Source: an optimization exercise on an open RTL-to-GDS flow (aim: small area). Production flows keep margins and buffers that such runs may drop.
At most, simulation tests tie the RTL to the original design; equivalence was not proved.
No activity file was given, so power comes from the tool's default toggle rates.

==> flow/design.v <==
`timescale 1ns / 1ps
module pipeline_top(
    input         clk,
    input         reset,
    output [8:0]  imem_addr,
    input  [31:0] imem_rdata,
    output [7:0]  dmem_addr,
    input  [63:0] dmem_rdata,
    output [63:0] dmem_wdata,
    output        dmem_we
    );
    reg [63:0] r0, r1, r2, r3;    
    reg [3:0]  valid;             
    reg [3:0]  we;                
    reg [3:0]  hold;              
    reg [8:0] pc;
    always @(posedge clk or posedge reset)
        if (reset) pc <= 9'd0;
        else       pc <= pc + 9'd1;
    assign imem_addr = pc;
    wire [3:0] f_op    = imem_rdata[31:28];
    wire [1:0] f_ra    = imem_rdata[27:26];
    wire       f_load  = (f_op == 4'b1010);
    wire       f_store = (f_op == 4'b1011);
    wire       f_wreg  = ~(f_store | (f_op == 4'b1111));
    wire       f_mem   = f_load | f_store;
    wire [1:0] f_dst   = f_load ? f_ra : imem_rdata[23:22];
    wire [3:0] valid_next = valid | we;
    reg       d_mem, d_wreg;
    reg [3:0] d_rsel;             
    reg [1:0] d_dst;
    reg [7:0] d_addr;
    always @(posedge clk or posedge reset)
        if (reset) begin
            d_mem  <= 1'b0;
            d_wreg <= 1'b0;
        end else begin
            d_mem  <= f_mem;
            d_wreg <= f_wreg;
        end
    always @(posedge clk) begin
        d_rsel[0] <= valid_next[0] & (f_ra == 2'd0);
        d_rsel[1] <= valid_next[1] & (f_ra == 2'd1);
        d_rsel[2] <= valid_next[2] & (f_ra == 2'd2);
        d_rsel[3] <= valid_next[3] & (f_ra == 2'd3);
        d_dst  <= f_dst;
        d_addr <= imem_rdata[21:14];
    end
    wire [63:0] rdata = ({64{d_rsel[0]}} & r0) | ({64{d_rsel[1]}} & r1) |
                        ({64{d_rsel[2]}} & r2) | ({64{d_rsel[3]}} & r3);
    reg        e_mem, e_wreg;
    reg [1:0]  e_dst;
    reg [7:0]  e_addr;
    reg [63:0] e_val;
    always @(posedge clk or posedge reset)
        if (reset) begin
            e_mem  <= 1'b0;
            e_wreg <= 1'b0;
        end else begin
            e_mem  <= d_mem;
            e_wreg <= d_wreg;
        end
    always @(posedge clk) begin
        e_dst  <= d_dst;
        e_addr <= d_addr;
        e_val  <= rdata;
    end
    reg        m_mem, m_wreg;
    reg        m_load;
    reg [1:0]  m_dst;
    reg [7:0]  m_addr;
    reg [63:0] m_val;
    always @(posedge clk or posedge reset)
        if (reset) begin
            m_mem  <= 1'b0;
            m_wreg <= 1'b0;
        end else begin
            m_mem  <= e_mem;
            m_wreg <= e_wreg;
        end
    always @(posedge clk) begin
        m_load <= e_mem & e_wreg;
        m_dst  <= e_dst;
        m_addr <= e_addr;
        m_val  <= e_val;
    end
    assign dmem_we    = m_mem & ~m_wreg;
    assign dmem_addr  = m_addr;
    assign dmem_wdata = m_val;
    reg [63:0] w_val;
    wire [3:0] m_we;
    assign m_we[0] = m_wreg & (m_dst == 2'd0);
    assign m_we[1] = m_wreg & (m_dst == 2'd1);
    assign m_we[2] = m_wreg & (m_dst == 2'd2);
    assign m_we[3] = m_wreg & (m_dst == 2'd3);
    always @(posedge clk or posedge reset)
        if (reset) we <= 4'b0;
        else       we <= m_we;
    always @(posedge clk) begin
        hold  <= ~m_we;
        w_val <= m_load ? dmem_rdata : m_val;
    end
    always @(posedge clk or posedge reset)
        if (reset) valid <= 4'b0;
        else       valid <= valid_next;
    always @(posedge clk) begin
        r0 <= ({64{we[0]}} & w_val) | ({64{hold[0]}} & r0);
        r1 <= ({64{we[1]}} & w_val) | ({64{hold[1]}} & r1);
        r2 <= ({64{we[2]}} & w_val) | ({64{hold[2]}} & r2);
        r3 <= ({64{we[3]}} & w_val) | ({64{hold[3]}} & r3);
    end
endmodule
export LEC_CHECK = 0
export CAP_MARGIN = 20
export CORE_MARGIN = 2
export CORE_UTILIZATION = 40
export SLEW_MARGIN = 20
create_clock -name core_clock -period 5.0 [get_ports {clk}]
standard.sh (not shown) runs the stock make flow with config.mk's settings and CLKGATE_MAP_FILE= SYNTH_SCRIPT=/design/flow/synth_recipe.tcl, a recipe that flattens the netlist after the stock synthesis.
==> flow/flow/run.sh <==
#!/bin/bash
# Standard ORFS layout (standard.sh) in two parts: after the floorplan, every
# cell is swapped to its smallest drive strength (flow/downsize.tcl), so that
# the later repair steps size up only where needed.  Ports are buffered by the
# smallest buffer and the clock tree is built from small clock buffers.
set -euo pipefail
ARGS=(BUFFER_PORTS_ARGS="-buffer_cell sky130_fd_sc_hd__buf_1"
      CTS_ARGS="-sink_clustering_enable -repair_clock_nets -dont_use_dummy_load -buf_list sky130_fd_sc_hd__clkbuf_4 -sink_clustering_size 10 -sink_clustering_max_diameter 50" )
bash standard.sh "${ARGS[@]}" floorplan > standard_floorplan.log 2>&1
DOWNSIZE_ODB=orfs/results/$FLOW_PLATFORM/pipeline_top/base/2_floorplan.odb \
DONT_USE_CELLS="$(make -s -C $FLOW_HOME DESIGN_CONFIG=$PWD/config.mk print-DONT_USE_CELLS 2>/dev/null | sed 's/^DONT_USE_CELLS = //')" \
  openroad -no_init -exit flow/downsize.tcl > downsize.log 2>&1
bash standard.sh "${ARGS[@]}" finish > standard_finish.log 2>&1
==> flow/flow/downsize.tcl <==
# Swap every standard cell of the synthesized netlist to the smallest drive
# strength of the same cell, before placement; the flow's own repair steps
# then size up or buffer only where slew, capacitance or timing need it.
set odb $::env(DOWNSIZE_ODB)
read_db $odb
set db [ord::get_db]
set block [ord::get_db_block]
set masters {}
foreach lib [$db getLibs] {
  foreach m [$lib getMasters] {
    dict set masters [$m getName] $m
  }
}
set dont_use [split $::env(DONT_USE_CELLS)]
set n 0
foreach inst [$block getInsts] {
  set m [$inst getMaster]
  set name [$m getName]
  if {![regexp {^(sky130_fd_sc_hd__[a-z0-9]+)_([0-9]+)$} $name -> base drv]} { continue }
  if {[string match *tap* $base] || [string match *fill* $base] || [string match *decap* $base]} { continue }
  set best $m
  set best_area [expr {[$m getWidth] * [$m getHeight]}]
  dict for {cand cm} $masters {
    if {![regexp "^${base}_\[0-9\]+\$" $cand]} { continue }
    if {[lsearch -exact $dont_use $cand] >= 0} { continue }
    set a [expr {[$cm getWidth] * [$cm getHeight]}]
    if {$a < $best_area} { set best $cm; set best_area $a }
  }
  if {$best ne $m} {
    $inst swapMaster $best
    incr n
  }
}
puts "downsize: swapped $n instances"
write_db $odb
Then changed:
--- a/flow/design.v
+++ b/flow/design.v
@@ -24,33 +24,34 @@
     wire       f_store = (f_op == 4'b1011);
     wire       f_wreg  = ~(f_store | (f_op == 4'b1111));
     wire       f_mem   = f_load | f_store;
     wire [1:0] f_dst   = f_load ? f_ra : imem_rdata[23:22];
     wire [3:0] valid_next = valid | we;
     reg       d_mem, d_wreg;
-    reg [3:0] d_rsel;             
+    reg [3:0] d_nrsel;            
     reg [1:0] d_dst;
     reg [7:0] d_addr;
     always @(posedge clk or posedge reset)
         if (reset) begin
             d_mem  <= 1'b0;
             d_wreg <= 1'b0;
         end else begin
             d_mem  <= f_mem;
             d_wreg <= f_wreg;
         end
     always @(posedge clk) begin
-        d_rsel[0] <= valid_next[0] & (f_ra == 2'd0);
-        d_rsel[1] <= valid_next[1] & (f_ra == 2'd1);
-        d_rsel[2] <= valid_next[2] & (f_ra == 2'd2);
-        d_rsel[3] <= valid_next[3] & (f_ra == 2'd3);
+        d_nrsel[0] <= ~(valid_next[0] & (f_ra == 2'd0));
+        d_nrsel[1] <= ~(valid_next[1] & (f_ra == 2'd1));
+        d_nrsel[2] <= ~(valid_next[2] & (f_ra == 2'd2));
+        d_nrsel[3] <= ~(valid_next[3] & (f_ra == 2'd3));
         d_dst  <= f_dst;
         d_addr <= imem_rdata[21:14];
     end
-    wire [63:0] rdata = ({64{d_rsel[0]}} & r0) | ({64{d_rsel[1]}} & r1) |
-                        ({64{d_rsel[2]}} & r2) | ({64{d_rsel[3]}} & r3);
+    wire [63:0] p01 = ~(({64{d_nrsel[0]}} | r0) & ({64{d_nrsel[1]}} | r1));
+    wire [63:0] p23 = ~(({64{d_nrsel[2]}} | r2) & ({64{d_nrsel[3]}} | r3));
+    wire [63:0] rdata = p01 | p23;
     reg        e_mem, e_wreg;
     reg [1:0]  e_dst;
     reg [7:0]  e_addr;
     reg [63:0] e_val;
     always @(posedge clk or posedge reset)
         if (reset) begin
@@ -84,29 +85,29 @@
         m_addr <= e_addr;
         m_val  <= e_val;
     end
     assign dmem_we    = m_mem & ~m_wreg;
     assign dmem_addr  = m_addr;
     assign dmem_wdata = m_val;
-    reg [63:0] w_val;
+    reg [63:0] w_nval;    
     wire [3:0] m_we;
     assign m_we[0] = m_wreg & (m_dst == 2'd0);
     assign m_we[1] = m_wreg & (m_dst == 2'd1);
     assign m_we[2] = m_wreg & (m_dst == 2'd2);
     assign m_we[3] = m_wreg & (m_dst == 2'd3);
     always @(posedge clk or posedge reset)
         if (reset) we <= 4'b0;
         else       we <= m_we;
     always @(posedge clk) begin
         hold  <= ~m_we;
-        w_val <= m_load ? dmem_rdata : m_val;
+        w_nval <= ~(m_load ? dmem_rdata : m_val);
     end
     always @(posedge clk or posedge reset)
         if (reset) valid <= 4'b0;
         else       valid <= valid_next;
     always @(posedge clk) begin
-        r0 <= ({64{we[0]}} & w_val) | ({64{hold[0]}} & r0);
-        r1 <= ({64{we[1]}} & w_val) | ({64{hold[1]}} & r1);
-        r2 <= ({64{we[2]}} & w_val) | ({64{hold[2]}} & r2);
-        r3 <= ({64{we[3]}} & w_val) | ({64{hold[3]}} & r3);
+        r0 <= ({64{we[0]}} & w_nval) | ({64{hold[0]}} & r0);
+        r1 <= ({64{we[1]}} & w_nval) | ({64{hold[1]}} & r1);
+        r2 <= ({64{we[2]}} & w_nval) | ({64{hold[2]}} & r2);
+        r3 <= ({64{we[3]}} & w_nval) | ({64{hold[3]}} & r3);
     end
 endmodule
Outcome: First-iteration DRC count came out lower by about 8%. Total power fell by 0.68%. Routed wire length came out lower by about 1%. Global-route usage rises by 0.50 points. Die area falls by 1.6%. Setup slack got worse by 0.079 ns. Utilization rises by 0.55 points. Cell count goes down by 3.8%. Design area went down by 1.1%. Fmax went down by 3.1%. Sequential power fell by about 0.7%. Synthesized area drops by about 1.6%.
The RTL of the first run of this note was laid out without a check of its function.

re-timing with driven ports:
The flow's constraints put no driver on any port. The routed layouts listed below were extracted and timed again, unchanged, in two steps. Step 1 sets driving cells, clkbuf_16 on the clock port and buf_2 on the other inputs (assumed; they add their load-dependent delay and slew). Step 2 adds t to the input delays and takes it off the output delays; t is the mean of the earliest and latest rising clock arrival at the registers after step 1. Input paths then give back, and output paths get back, about the clock's delay inside the block. a / b / c = ideal ports / drivers / drivers and shift; a / b = the first two.
| run | t, ns | slack for setup (ns) | hold WS [ns] |
|---|---|---|---|
| the first run | 0.815 | 2.504 / 2.456 / 3.095 | 0.312 / 0.285 / 0.325 |
| the second run | 0.829 | 2.424 / 2.379 / 2.974 | 0.283 / 0.260 / 0.326 |
After both steps every run listed still meets setup and hold.
